This is an optimization exercise on Yosys and OpenROAD, whose aim is small area, a short achievable clock period and few clock cycles per item, not a production implementation. Only simulation tests tie the RTL to the original design; equivalence was not proved. Power is estimated from default activity; no workload was simulated.

Setup of rev 12:
// qoi_compressor
module qoi_compressor (
    input  wire        rstn,
    input  wire        clk,
    output reg         ctrl_ready,
    input  wire        ctrl_start,
    input  wire [15:0] ctrl_width,
    input  wire [15:0] ctrl_height,
    output reg         i_tready,
    input  wire        i_tvalid,
    input  wire        i_tlast,
    input  wire [ 7:0] i_R, i_G, i_B,
    input  wire        o_tready,
    output reg         o_tvalid,
    output reg         o_tlast,
    output reg  [ 3:0] o_tkeep,
    output reg  [31:0] o_tdata
);
Size: roughly 3,800 cells after synthesis, roughly 100 I/O pins, roughly 62,000 um2 of cells after synthesis.
make LEC_CHECK=0 CAP_MARGIN=20 CORE_MARGIN=2 CORE_UTILIZATION=40 CTS_CLUSTER_DIAMETER=70 CTS_CLUSTER_SIZE=16 SETUP_SLACK_MARGIN=2.7 SLEW_MARGIN=20 finish   # period 5.0 ns
run.sh (not shown) runs the stock make flow with config.mk's settings and CLKGATE_MAP_FILE= SYNTH_SCRIPT=/design/flow/synth_recipe.tcl, a recipe that flattens the netlist after the stock synthesis.
Testbench counts of rev 12, summed over its fixed seeds: cycles 48,927, pixels 48,510.
Setup changes, rev 12 to rev 13
--- a/flow/design.v
+++ b/flow/design.v
@@ -51,21 +51,20 @@
         default: if (take & i_tlast) state_n = S_IDLE;
     endcase
 end
 wire I_v_n = take | inj | hs | (I_v & ~I_cons);
 wire A_lpix_n = adv ? (I_v & ~A_lpix & (I_k == K_PIX) & I_last) : A_lpix;
 wire        W_v;
 wire        W_last;
 wire [ 3:0] W_keep;
 wire [31:0] W_data;
 wire push  = adv & W_v;
-wire o_cons = o_tvalid & o_tready;
 wire S_v_n = S_v ? ~o_tready : (o_tvalid & ~o_tready & push);
 always @(posedge clk or negedge rstn)
     if (~rstn) begin
         state      <= S_IDLE;
         ctrl_ready <= 1'b0;
         i_tready   <= 1'b0;
         I_v        <= 1'b0;
         S_v        <= 1'b0;
     end else begin
         state      <= state_n;
@@ -106,21 +105,21 @@
         I_first <= first_pend;
         I_last  <= i_tlast;
         I_px    <= {i_R, i_G, i_B};
     end else if (I_ldh) begin
         I_k     <= K_H0;
         I_px    <= {hh[7:0], ww};
     end else if (inj) begin
         if (state == S_H1) I_k <= K_H1;
         else begin
             I_k  <= K_H2;
-            I_px <= {8'hxx, I_hh, I_px[23:16]};
+            I_px <= {8'h00, I_hh, I_px[23:16]};
         end
     end
 wire [7:0] iR = I_px[23:16], iG = I_px[15:8], iB = I_px[7:0];
 wire [5:0] hash = I_hs + I_hc + 6'd54;
 always @(posedge clk or negedge rstn)
     if (~rstn) begin
         A_v   <= 1'b0;
         A_pix <= 1'b0;
     end else if (adv) begin
         A_v   <= I_v & ~A_lpix;
@@ -220,58 +219,58 @@
 wire B_match = B_h[5] ? B_m1 : B_m0;
 always @(posedge clk or negedge rstn)
     if (~rstn) C_v <= 1'b0;
     else if (adv) C_v <= B_v;
 always @(posedge clk)
     if (adv) begin
         C_last <= B_pix & B_last;
         C_h2   <= B_v & (B_k == K_H2);
         if (~B_v) begin
             C_n     <= 3'd0;
-            C_bytes <= 32'hx;
+            C_bytes <= 32'h0;
         end else if (B_pix & B_run) begin
             C_n     <= (A_run & ~B_last) ? 3'd0 : 3'd1;
-            C_bytes <= {24'hx, 2'b11, B_q};
+            C_bytes <= {24'h0, 2'b11, B_q};
         end else if (B_pix & ~B_first & B_match) begin
             C_n     <= 3'd1;
-            C_bytes <= {24'hx, 2'b00, B_h};
+            C_bytes <= {24'h0, 2'b00, B_h};
         end else if (B_pix & ~B_first & B_diff) begin
             C_n     <= 3'd1;
-            C_bytes <= {24'hx, 2'b01, B_dcode};
+            C_bytes <= {24'h0, 2'b01, B_dcode};
         end else if (B_pix & ~B_first & B_luma) begin
             C_n     <= 3'd2;
-            C_bytes <= {16'hx, B_lcode[13:6], 2'b10, B_lcode[5:0]};
+            C_bytes <= {16'h0, B_lcode[13:6], 2'b10, B_lcode[5:0]};
         end else begin
             C_n     <= 3'd4;
             C_bytes <= (B_k == K_H0)  ? 32'h66_69_6F_71 :                           
                        (B_k == K_PIX) ? {B_px[7:0], B_px[15:8], B_px[23:16], 8'hFE} :
                                         {B_px[7:0], B_px[15:8], 16'h0};              
         end
     end
 reg  [ 1:0] P_cnt;
 reg  [23:0] P_rem;
 reg         P_flush;
 wire [ 3:0] tot = {2'b0, P_cnt} + {1'b0, C_n};
 reg  [55:0] merged;
 always @*
     case (P_cnt)
-        2'd0: merged = {24'hx, C_bytes};
-        2'd1: merged = {16'hx, C_bytes, P_rem[7:0]};
-        2'd2: merged = { 8'hx, C_bytes, P_rem[15:0]};
+        2'd0: merged = {24'h0, C_bytes};
+        2'd1: merged = {16'h0, C_bytes, P_rem[7:0]};
+        2'd2: merged = { 8'h0, C_bytes, P_rem[15:0]};
         default: merged = {C_bytes, P_rem};
     endcase
 wire cv = C_v;
 assign W_v    = P_flush | (cv & (tot[2] | C_last));
 assign W_last = P_flush | (C_last & ~tot[3] & ~(tot[2] & |tot[1:0]));
 wire [2:0] kcnt = P_flush ? {1'b0, P_cnt} : (C_last & ~tot[2]) ? tot[2:0] : 3'd4;
 assign W_keep = (kcnt == 3'd1) ? 4'b0001 : (kcnt == 3'd2) ? 4'b0011 : (kcnt == 3'd3) ? 4'b0111 : 4'b1111;
-assign W_data = P_flush ? {8'hx, P_rem} : merged[31:0];
+assign W_data = P_flush ? {8'h0, P_rem} : merged[31:0];
 always @(posedge clk or negedge rstn)
     if (~rstn) begin
         P_cnt   <= 2'd0;
         P_flush <= 1'b0;
     end else if (adv) begin
         if (P_flush) begin
             P_cnt   <= 2'd0;
             P_flush <= 1'b0;
         end else if (cv & C_h2) begin
             P_cnt   <= 2'd2;
==> comparison <==
Summary: with rev 12 as the reference, clock power in rev 13 moved down slightly.
The xor and xnor fraction of the mapped netlist area of rev 12 and that of rev 13 are within noise of each other.
For worst voltage drop across the vdd grid, dividing the value from rev 12 by the value from rev 13 gives 1.3.
Taking rev 12 as the reference, in rev 13 synthesized area was more or less identical; share of power burned in combinational logic went up by 4.2 points.
Between rev 13 and rev 12, the difference in total of max-cap violations is negligible.
Rev 13 ended with less top achievable clock speed than rev 12.
Between rev 13 and rev 12, the global-route met1 utilization is higher for rev 13.
Between rev 12 and rev 13, the register-to-register slack figures differ only marginally.
The total CTS buffers number comes out lower for rev 12 vs rev 13.
Relative to rev 12, the net switching power measured on rev 13 has increased by more than 10%.
Any difference in average wire per cell in the routed design between rev 13 and rev 12 is small enough to ignore.
Testbench counts of rev 13, summed over its fixed seeds: cycles 48,927, pixels 48,510.

-- separate check: timing with driven ports --
The flow's constraints put no driver on any port. The routed layouts listed below were extracted and timed again, unchanged, in two steps.
Step 1, drivers: a clkbuf_16 drives clk and a buf_2 each remaining input, both assumed.
Step 2 adds t to the input delays and takes it off the output delays; t is the mean of the earliest and latest rising clock arrival at the registers after step 1. Input paths then give back, and output paths get back, about the clock's delay inside the block.
a / b / c = ideal / step 1 / step 2; a / b = the first two.
run | t (ns) | setup WS [ns] | worst register clock-pin slew, ns | worst slew at a driven data input, ns | pins driven straight from the clock port
rev 12 | 0.845 | 2.647 / 2.574 / 1.919 | 0.08 / 0.08 | 0.06 | 1
rev 13 | 0.829 | 2.638 / 2.554 / 1.941 | 0.08 / 0.08 | 0.06 | 1
After both steps setup and hold are still met in every run listed. For rev 12, which loses most, drivers alone change the setup slack by -0.073 ns; drivers and shift together by -0.728 ns.
